From an optimization exercise on the open Yosys and OpenROAD flow, aimed at small area, a short achievable clock period and few clock cycles; shortcuts taken in it are not production practice.
The RTL was checked by simulation tests, not by an equivalence proof against the original design.
Power is estimated from default activity; no workload was simulated.

== tundra ==
Design CPU, start of the top module:
module CPU(clk, rst, imem_addr, imem_rdata, dmem_addr, dmem_wdata, dmem_we, dmem_rdata);
input clk, rst;
output [31:0] imem_addr;
input [31:0] imem_rdata;
output [9:0] dmem_addr;
output [31:0] dmem_wdata;
output dmem_we;
input [31:0] dmem_rdata;
reg [29:0] pc;           
reg        rq;           
reg        carry;
reg        xv;           
reg [31:0] ir;           
reg [29:0] xpc1;         
reg [31:0] xoh1, xoh2;   
reg        x_wr, x_bl, x_ld, x_st, x_addc, x_use1, x_use2;
reg        x_ya, x_yb, x_nb, x_xi, x_xp, x_cin;
reg        r_sum, r_shl, r_shr, r_and, r_xor, r_a, r_pc;
reg        x_sha, x_shv, x_br, x_bltz, x_bz, x_bnz, x_r31;
reg        wwe;          
reg        wload;        
reg [4:0]  wdst;
reg [31:0] wres;         
reg [9:0]  maddr;
reg        mwe;
wire [5:0] fop = imem_rdata[31:26];
wire [7:0] ffn = imem_rdata[15:8];
wire fR     = (fop == 6'h00);
wire dADD   = fR & (ffn == 8'h01);
wire dCOMP  = fR & (ffn == 8'h02);
wire dSHLLV = fR & (ffn == 8'h04);
wire dSHRLV = fR & (ffn == 8'h08);
wire dSHRAV = fR & (ffn == 8'h10);
wire dBR    = fR & (ffn == 8'h20);
wire dAND   = fR & (ffn == 8'h40);
wire dXOR   = fR & (ffn == 8'h80);
wire dADDI  = (fop == 6'h01);
wire dCOMPI = (fop == 6'h02);
wire dSHLL  = (fop == 6'h03);
wire dSHRL  = (fop == 6'h04);
wire dSHRA  = (fop == 6'h05);
wire dBLTZ  = (fop == 6'h06);
wire dBZ    = (fop == 6'h07);
wire dBNZ   = (fop == 6'h08);
wire dLW    = (fop == 6'h20);
wire dSW    = (fop == 6'h21);
wire dB     = (fop == 6'h25);
wire dBL    = (fop == 6'h26);
wire dBCY   = (fop == 6'h27);
wire dBCNY  = (fop == 6'h28);
wire dSHV   = dSHLLV | dSHRLV | dSHRAV;
wire dCBR   = dBLTZ | dBZ | dBNZ;
wire f_off  = (imem_rdata[15:0] != 16'd0);
wire [29:0] pc1 = pc + 30'd1;
  ...
For scale: about 4700 cells after synthesis, ~1300 flip-flops.
clock: 21.0 ns
lec_check: 0
cap_margin: 20
core_margin: 2
core_utilization: 40
cts_cluster_diameter: 100
cts_cluster_size: 20
slew_margin: 20
standard.sh (not shown) runs the stock make flow with config.mk's settings and CLKGATE_MAP_FILE= SYNTH_SCRIPT=/design/flow/synth_recipe.tcl, a recipe that flattens the netlist after the stock synthesis.
==> flow/flow/run.sh <==
#!/bin/bash
# The standard ORFS layout, with timing repair (floorplan, CTS and global
# route stages) aiming for a setup slack of SETUP_SLACK_MARGIN instead of 0.
# The SDC, synthesis and every other step are the standard flow's own (standard.sh).
set -euo pipefail
bash standard.sh SETUP_SLACK_MARGIN=15.5 SKIP_GATE_CLONING=1 finish > standard.log 2>&1
Testbench counts of tundra, summed over its fixed seeds: cycles 42,429.
> inputs changed (tundra -> juniper)
-- flow/design.v --
<<< tundra, line 106
wire stall = xv & wload & ((f1 & x_use1) | (f2 & x_use2));
wire go = xv & ~stall;
wire [31:0] xk = x_xi ? imm : x_xp ? {xpc1, 2'b00} : 32'd0;
wire [31:0] ax = x_ya ? A : xk;
wire [31:0] yk = x_xp ? {imm[29:0], 2'b00} : (imm ^ {32{x_cin}});
wire [31:0] ay = x_yb ? (B ^ {32{x_nb}}) : yk;
wire [33:0] sumx = {1'b0, ax, 1'b1} + {1'b0, ay, x_cin};    
>>> juniper, line 106
wire stall = xv & wload & ((f1 & x_use1) | (f2 & x_use2));
wire go = xv & ~stall;
wire [31:0] xk = x_xi ? imm : 32'd0;
wire [31:0] ax = x_ya ? A : xk;
wire [31:0] yk = imm ^ {32{x_cin}};
wire [31:0] ay = x_yb ? (B ^ {32{x_nb}}) : yk;
wire [33:0] sumx = {1'b0, ax, 1'b1} + {1'b0, ay, x_cin};    
<<< tundra, line 138
wire br_miss = ~x_r31 | (wwe & (wdst == 5'd31));
wire take = go & ((x_br & br_miss) | (x_bltz & A[31]) | (x_bz & azero) | (x_bnz & ~azero));
wire [29:0] tgt = x_br ? A[31:2] : sum[31:2];
assign c_now = (xv & x_addc) ? sum[32] : carry;
always @(posedge clk) begin
>>> juniper, line 138
wire br_miss = ~x_r31 | (wwe & (wdst == 5'd31));
wire take = go & ((x_br & br_miss) | (x_bltz & A[31]) | (x_bz & azero) | (x_bnz & ~azero));
wire [29:0] cbt = xpc1 + imm[29:0];           
wire [29:0] tgt = x_br ? A[31:2] : cbt;
assign c_now = (xv & x_addc) ? sum[32] : carry;
always @(posedge clk) begin
==> notes.md <==
juniper: all stages complete, timing, DRC and antenna checks passed
Sort tundra and juniper by sequential share of layout area, descending, and tundra comes first.
Comparing tundra and juniper, footprint of the multi-input gates is lower on tundra.
juniper against tundra: design area now larger, wire length of the first global-routing pass now larger, initial core utilization comparable.
The power consumed by combinational cells in tundra is 0.946 times that in juniper.
Diff tundra and juniper: shortest period the worst path allows higher in tundra
Detailed route, juniper vs tundra: via total higher for juniper
Taking tundra as the reference, in juniper storage element area level, critical path depth went down.
Testbench counts of juniper, summed over its fixed seeds: cycles 42,429.

[re-timing with driven ports]
The results above use ideal ports. As a check the final layouts listed here were re-extracted and re-timed, cells and wires unchanged.
Step 1, drivers: a clkbuf_16 drives clk and a buf_2 each remaining input, both assumed.
Step 2, shift: input delay + t, output delay - t, t = (earliest + latest rising clock arrival at the registers) / 2. This alone moves slack from input paths to output paths.
Three values: ideal ports, drivers, drivers and shift; two values: the first two.
run | shift t [ns] | slack for setup (ns) | hold slack, ns | clock arrival spread, ns | pins driven straight from the clock port
tundra | 0.814 | 15.142 / 15.142 / 14.565 | 0.340 / 0.340 / 0.340 | 0.038 / 0.037 | 1
juniper | 0.836 | 15.443 / 15.361 / 14.758 | 0.353 / 0.353 / 0.353 | 0.070 / 0.069 | 1
After both steps setup and hold are still met in every run listed. For juniper, which loses most, drivers alone change the setup slack by -0.082 ns; drivers and shift together by -0.685 ns.
